Context: an optimization exercise on an open-source flow, tuned for small area and a short achievable clock period. The choices shown serve that exercise and are no tape-out recipe. Function was checked by simulation only, so behaviour that the tests miss may differ from the original. No driver is modelled on the clock port, so clocking that relies on it looks cheaper here than on a real chip. Power figures rest on the tool's default switching activity, not on a simulated workload.

==> run a: inputs <==
// frequency_measurement
module frequency_measurement #(
    parameter WIDTH = 32
)(
    input  logic clk,
    input  logic reset,
    input  logic [WIDTH-1:0] a, b,
    input  logic [3:0] opcode,
    output logic [WIDTH-1:0] result,
    output logic N, Z, C, V
);
Settings: LEC_CHECK=0, ABC_AREA=1, CAP_MARGIN=20, CORE_MARGIN=2, CORE_UTILIZATION=65, CTS_CLUSTER_DIAMETER=40, CTS_CLUSTER_SIZE=10, SLEW_MARGIN=20; clock period 75.0 ns.
standard.sh (not shown) runs the stock make flow with config.mk's settings and CLKGATE_MAP_FILE= SYNTH_SCRIPT=/design/flow/synth_recipe.tcl, a recipe that flattens the netlist after the stock synthesis.
==> flow/flow/run.sh <==
#!/bin/bash
set -euo pipefail
MARGIN=$(cat flow/margin.txt)
SEQ="-sequence unbuffer,sizeup,swap,buffer"
R=$PWD/orfs/results/sky130hd/frequency_measurement/base
bash standard.sh place > std_place.log 2>&1
PORTBUF=buf_2 RTARGS="$SEQ" ODB_IN=$R/3_place.odb ODB_OUT=$R/3_place.odb SDC=$R/3_place.sdc MARGIN=$MARGIN TNS=0 PROPAGATED=0 \
  openroad -no_splash -exit flow/repair.tcl > repair_place.log 2>&1
bash standard.sh cts > std_cts.log 2>&1
RTARGS="$SEQ" ODB_IN=$R/4_cts.odb ODB_OUT=$R/4_cts.odb SDC=$R/4_cts.sdc MARGIN=$MARGIN TNS=0 PROPAGATED=1 \
  openroad -no_splash -exit flow/repair.tcl > repair_cts.log 2>&1
bash standard.sh finish > std_finish.log 2>&1
==> flow/flow/margin.txt <==
45
==> flow/flow/repair.tcl <==
read_liberty $::env(FLOW_HOME)/platforms/sky130hd/lib/sky130_fd_sc_hd__tt_025C_1v80.lib
read_db $::env(ODB_IN)
read_sdc $::env(SDC)
if {$::env(PROPAGATED)} { set_propagated_clock [all_clocks] }
source $::env(FLOW_HOME)/platforms/sky130hd/setRC.tcl
set_dont_use [get_lib_cells {sky130_fd_sc_hd__probe* sky130_fd_sc_hd__lpflow*}]
# the port buffers the standard flow inserts are slow delay cells; use plain buffers
if {[info exists ::env(PORTBUF)]} {
  foreach inst [get_cells {input* output*}] {
    if {[get_property $inst ref_name] == "sky130_fd_sc_hd__clkdlybuf4s50_1"} {
      replace_cell $inst [get_lib_cells sky130_fd_sc_hd__$::env(PORTBUF)]
    }
  }
}
estimate_parasitics -placement
puts "before: worst slack [sta::worst_slack_cmd max] area [rsz::design_area]"
set reps 1
if {[info exists ::env(REPEAT)]} { set reps $::env(REPEAT) }
for {set i 0} {$i < $reps} {incr i} {
  repair_timing -setup -setup_margin $::env(MARGIN) -repair_tns $::env(TNS) {*}$::env(RTARGS) -verbose
}
detailed_placement
check_placement -verbose
estimate_parasitics -placement
puts "after: worst slack [sta::worst_slack_cmd max] area [rsz::design_area]"
report_worst_slack -max
report_worst_slack -min
write_db $::env(ODB_OUT)
==> run b: changes against run a <==
--- a/flow/design.v
+++ b/flow/design.v
@@ -855,24 +855,24 @@
     wire [8:0] a_r23 = qa23 ? a_d23[8:0] : a_t23;
     wire [9:0] a_t22 = {a_r23, a[22]};
     wire [10:0] a_d22 = {1'b0, a_t22} - {1'b0, b[9:0]};
     wire qa22 = (~|b[31:10]) & ~a_d22[10];
     wire [9:0] a_r22 = qa22 ? a_d22[9:0] : a_t22;
+    wire [10:0] a_t21 = {a_r22, a[21]};
+    wire [11:0] a_d21 = {1'b0, a_t21} - {1'b0, b[10:0]};
+    wire qa21 = (~|b[31:11]) & ~a_d21[11];
+    wire [10:0] a_r21 = qa21 ? a_d21[10:0] : a_t21;
     logic [31:0] ra, rb;
-    logic [9:0] rq, rc;
+    logic [10:0] rq, rc;
     always_ff @(posedge clk or posedge reset)
         if (reset) begin ra <= '0; rb <= '0; end
         else begin ra <= a; rb <= b; end
     always_ff @(posedge clk) begin
-        rq <= {qa31, qa30, qa29, qa28, qa27, qa26, qa25, qa24, qa23, qa22};
-        rc <= a_r22;
+        rq <= {qa31, qa30, qa29, qa28, qa27, qa26, qa25, qa24, qa23, qa22, qa21};
+        rc <= a_r21;
     end
-    wire [10:0] b_t21 = {rc, ra[21]};
-    wire [11:0] b_d21 = {1'b0, b_t21} - {1'b0, rb[10:0]};
-    wire qb21 = (~|rb[31:11]) & ~b_d21[11];
-    wire [10:0] b_r21 = qb21 ? b_d21[10:0] : b_t21;
-    wire [11:0] b_t20 = {b_r21, ra[20]};
+    wire [11:0] b_t20 = {rc, ra[20]};
     wire [12:0] b_d20 = {1'b0, b_t20} - {1'b0, rb[11:0]};
     wire qb20 = (~|rb[31:12]) & ~b_d20[12];
     wire [11:0] b_r20 = qb20 ? b_d20[11:0] : b_t20;
     wire [12:0] b_t19 = {b_r20, ra[19]};
     wire [13:0] b_d19 = {1'b0, b_t19} - {1'b0, rb[12:0]};
@@ -924,10 +924,14 @@
     wire [23:0] b_r8 = qb8 ? b_d8[23:0] : b_t8;
     wire [24:0] b_t7 = {b_r8, ra[7]};
     wire [25:0] b_d7 = {1'b0, b_t7} - {1'b0, rb[24:0]};
     wire qb7 = (~|rb[31:25]) & ~b_d7[25];
     wire [24:0] b_r7 = qb7 ? b_d7[24:0] : b_t7;
+    wire [25:0] b_t6 = {b_r7, ra[6]};
+    wire [26:0] b_d6 = {1'b0, b_t6} - {1'b0, rb[25:0]};
+    wire qb6 = (~|rb[31:26]) & ~b_d6[26];
+    wire [25:0] b_r6 = qb6 ? b_d6[25:0] : b_t6;
     wire bnz = |rb;
     wire sub = (opcode == 4'd1);
     wire [32:0] addr = {1'b0, ra} + {1'b0, rb ^ {32{sub}}} + {32'd0, sub};
     wire [31:0] prod;
     booth_mul mul_unit (.x(ra), .y(rb), .p(prod));
@@ -940,55 +944,52 @@
         assign sh_res[gi] = right ? sh_out[31-gi] : sh_out[gi];
     end
     assign sh_in = right ? sh_rev : ra;
     assign sh_out = big ? 32'd0 : (sh_in << rb[4:0]);
     wire m31 = rb[31] ^ (|rb[30:0]);
-    wire [24:0] qhi = {rq, qb21, qb20, qb19, qb18, qb17, qb16, qb15, qb14, qb13, qb12, qb11, qb10, qb9, qb8, qb7};
-    wire [31:0] dstate = {qhi, ra[6:0]};
+    wire [25:0] qhi = {rq, qb20, qb19, qb18, qb17, qb16, qb15, qb14, qb13, qb12, qb11, qb10, qb9, qb8, qb7, qb6};
+    wire [31:0] dstate = {qhi, ra[5:0]};
     logic [31:0] oth;
     logic c_n, v_n;
     logic [1:0] sel;
     always_comb begin
         c_n = 1'b0;
         v_n = 1'b0;
-        sel = 2'd0;
+        sel = 2'd3;
         oth = 32'd0;
         case (opcode)
             4'd0: begin oth = addr[31:0]; c_n = addr[32]; v_n = (ra[31] == rb[31]) && (addr[31] != ra[31]); end
             4'd1: begin oth = addr[31:0]; v_n = (ra[31] == m31) && (addr[31] != ra[31]); end
             4'd2: oth = prod;
-            4'd3: sel = bnz ? 2'd1 : 2'd0;
-            4'd4: sel = bnz ? 2'd2 : 2'd0;
+            4'd3: sel = bnz ? 2'd1 : 2'd3;
+            4'd4: sel = bnz ? 2'd2 : 2'd3;
             4'd5: oth = ra & rb;
             4'd6: oth = ra | rb;
             4'd7: oth = ra ^ rb;
             4'd8: begin oth = sh_res; c_n = ra[31]; end
             4'd9: begin oth = sh_res; c_n = ra[0]; end
             default: ;
         endcase
     end
     wire [31:0] othz = oth;
-    wire [31:0] othd = (sel != 2'd0) ? dstate : oth;
+    wire [31:0] othd = (sel == 2'd1 || sel == 2'd2) ? dstate : oth;
     logic [31:0] roth;
     logic [1:0] rsel;
     logic rzo;
     always_ff @(posedge clk or posedge reset)
-        if (reset) begin roth <= '0; rsel <= 2'd0; rzo <= 1'b0; C <= 1'b0; V <= 1'b0; end
-        else begin roth <= othd; rsel <= sel; rzo <= (othz == 32'd0); C <= c_n; V <= v_n; end
+        if (reset) begin rsel <= 2'd0; C <= 1'b0; V <= 1'b0; end
+        else begin rsel <= sel; C <= c_n; V <= v_n; end
+    always_ff @(posedge clk) begin roth <= othd; rzo <= (othz == 32'd0); end
     logic [31:0] cb;
-    logic [24:0] cr;
+    logic [25:0] cr;
     always_ff @(posedge clk) begin
         cb <= rb;
-        cr <= b_r7;
+        cr <= b_r6;
     end
-    wire [24:0] cq = roth[31:7];
-    wire [6:0] ca = roth[6:0];
-    wire [25:0] c_t6 = {cr, ca[6]};
-    wire [26:0] c_d6 = {1'b0, c_t6} - {1'b0, cb[25:0]};
-    wire qc6 = (~|cb[31:26]) & ~c_d6[26];
-    wire [25:0] c_r6 = qc6 ? c_d6[25:0] : c_t6;
-    wire [26:0] c_t5 = {c_r6, ca[5]};
+    wire [25:0] cq = roth[31:6];
+    wire [5:0] ca = roth[5:0];
+    wire [26:0] c_t5 = {cr, ca[5]};
     wire [27:0] c_d5 = {1'b0, c_t5} - {1'b0, cb[26:0]};
     wire qc5 = (~|cb[31:27]) & ~c_d5[27];
     wire [26:0] c_r5 = qc5 ? c_d5[26:0] : c_t5;
     wire [27:0] c_t4 = {c_r5, ca[4]};
     wire [28:0] c_d4 = {1'b0, c_t4} - {1'b0, cb[27:0]};
@@ -1008,17 +1009,18 @@
     wire [30:0] c_r1 = qc1 ? c_d1[30:0] : c_t1;
     wire [31:0] c_t0 = {c_r1, ca[0]};
     wire [32:0] c_d0 = {1'b0, c_t0} - {1'b0, cb[31:0]};
     wire qc0 = (1'b1) & ~c_d0[32];
     wire [31:0] c_r0 = qc0 ? c_d0[31:0] : c_t0;
-    wire [31:0] quo = {cq, qc6, qc5, qc4, qc3, qc2, qc1, qc0};
+    wire [31:0] quo = {cq, qc5, qc4, qc3, qc2, qc1, qc0};
     wire [31:0] rem = c_r0;
     wire zrem = qc0 ? (c_t0 == cb) : (c_t0 == 32'd0);
     always_comb begin
         case (rsel)
             2'd1: begin result = quo; Z = (quo == 32'd0); end
             2'd2: begin result = rem; Z = zrem; end
-            default: begin result = roth; Z = rzo; end
+            2'd3: begin result = roth; Z = rzo; end
+            default: begin result = 32'd0; Z = 1'b0; end
         endcase
         N = result[31];
     end
 endmodule
==> flow/flow/run.sh (replaced) <==
#!/bin/bash
set -euo pipefail
MARGIN=$(cat flow/margin.txt)
MARGIN_CTS=$(cat flow/margin_cts.txt)
SEQ="-sequence unbuffer,sizeup,swap,buffer"
R=$PWD/orfs/results/sky130hd/frequency_measurement/base
bash standard.sh place > std_place.log 2>&1
PORTBUF=buf_2 RTARGS="$SEQ" ODB_IN=$R/3_place.odb ODB_OUT=$R/3_place.odb SDC=$R/3_place.sdc MARGIN=$MARGIN TNS=0 PROPAGATED=0 \
  openroad -no_splash -exit flow/repair.tcl > repair_place.log 2>&1
bash standard.sh cts > std_cts.log 2>&1
RTARGS="$SEQ" ODB_IN=$R/4_cts.odb ODB_OUT=$R/4_cts.odb SDC=$R/4_cts.sdc MARGIN=$MARGIN_CTS TNS=0 PROPAGATED=1 \
  openroad -no_splash -exit flow/repair.tcl > repair_cts.log 2>&1
bash standard.sh finish > std_finish.log 2>&1
==> flow/flow/margin_cts.txt (new file) <==
44.3
- CORE_UTILIZATION: 65 -> 50
==> summary of the runs <==
- Of run a and run b, run a has the higher global-route usage (gap 11 points).
- In run a the synthesized cell count is higher than in run b, by about 5.6%.
- Against run b, the register-to-register slack of run a is better by 0.39 ns.
- Of run a and run b, run a has the higher final cell count (gap about 1.3%, measured against run b).
- Of run a and run b, run a has the higher combinational power (gap about 9%, measured against run b).
- Against run a, the die area of run b is larger by 25%.
- Against run a, the routed wire length of run b is smaller by about 2.2%.
- In run b the hold slack is better than in run a, by 0.053 ns.
- Area after synthesis: run b is lower than run a (3.3%).

## port drivers added, routing unchanged
In the flow no input, the clock included, has a driving cell. The finished layouts below were timed again as built, in two steps. Step 1 (the two cells are an assumption about what drives the block):
set clk [get_ports {clk}]
set_driving_cell -lib_cell sky130_fd_sc_hd__clkbuf_16 $clk
set_driving_cell -lib_cell sky130_fd_sc_hd__buf_2 [delete_from_list [all_inputs] $clk]
Step 2 adds t to the input delays and takes it off the output delays; t is the mean of the earliest and latest rising clock arrival at the registers after step 1. Input paths then give back, and output paths get back, about the clock's delay inside the block. Three values: ideal ports, drivers, drivers and shift; two values: the first two.
run | shift t [ns] | setup slack, ns | clock arrival spread, ns | slew at the worst register clock pin (ns) | worst slew at a driven data input, ns
run a | 0.567 | 43.944 / 43.870 / 44.393 | 0.026 / 0.027 | 0.08 / 0.08 | 0.14
run b | 0.605 | 43.876 / 43.922 / 43.318 | 0.039 / 0.039 | 0.12 / 0.12 | 0.10
After both steps setup and hold are still met in every run listed. The setup slack of run b, which loses most, moves by +0.046 ns with the drivers and by -0.558 ns with both steps.
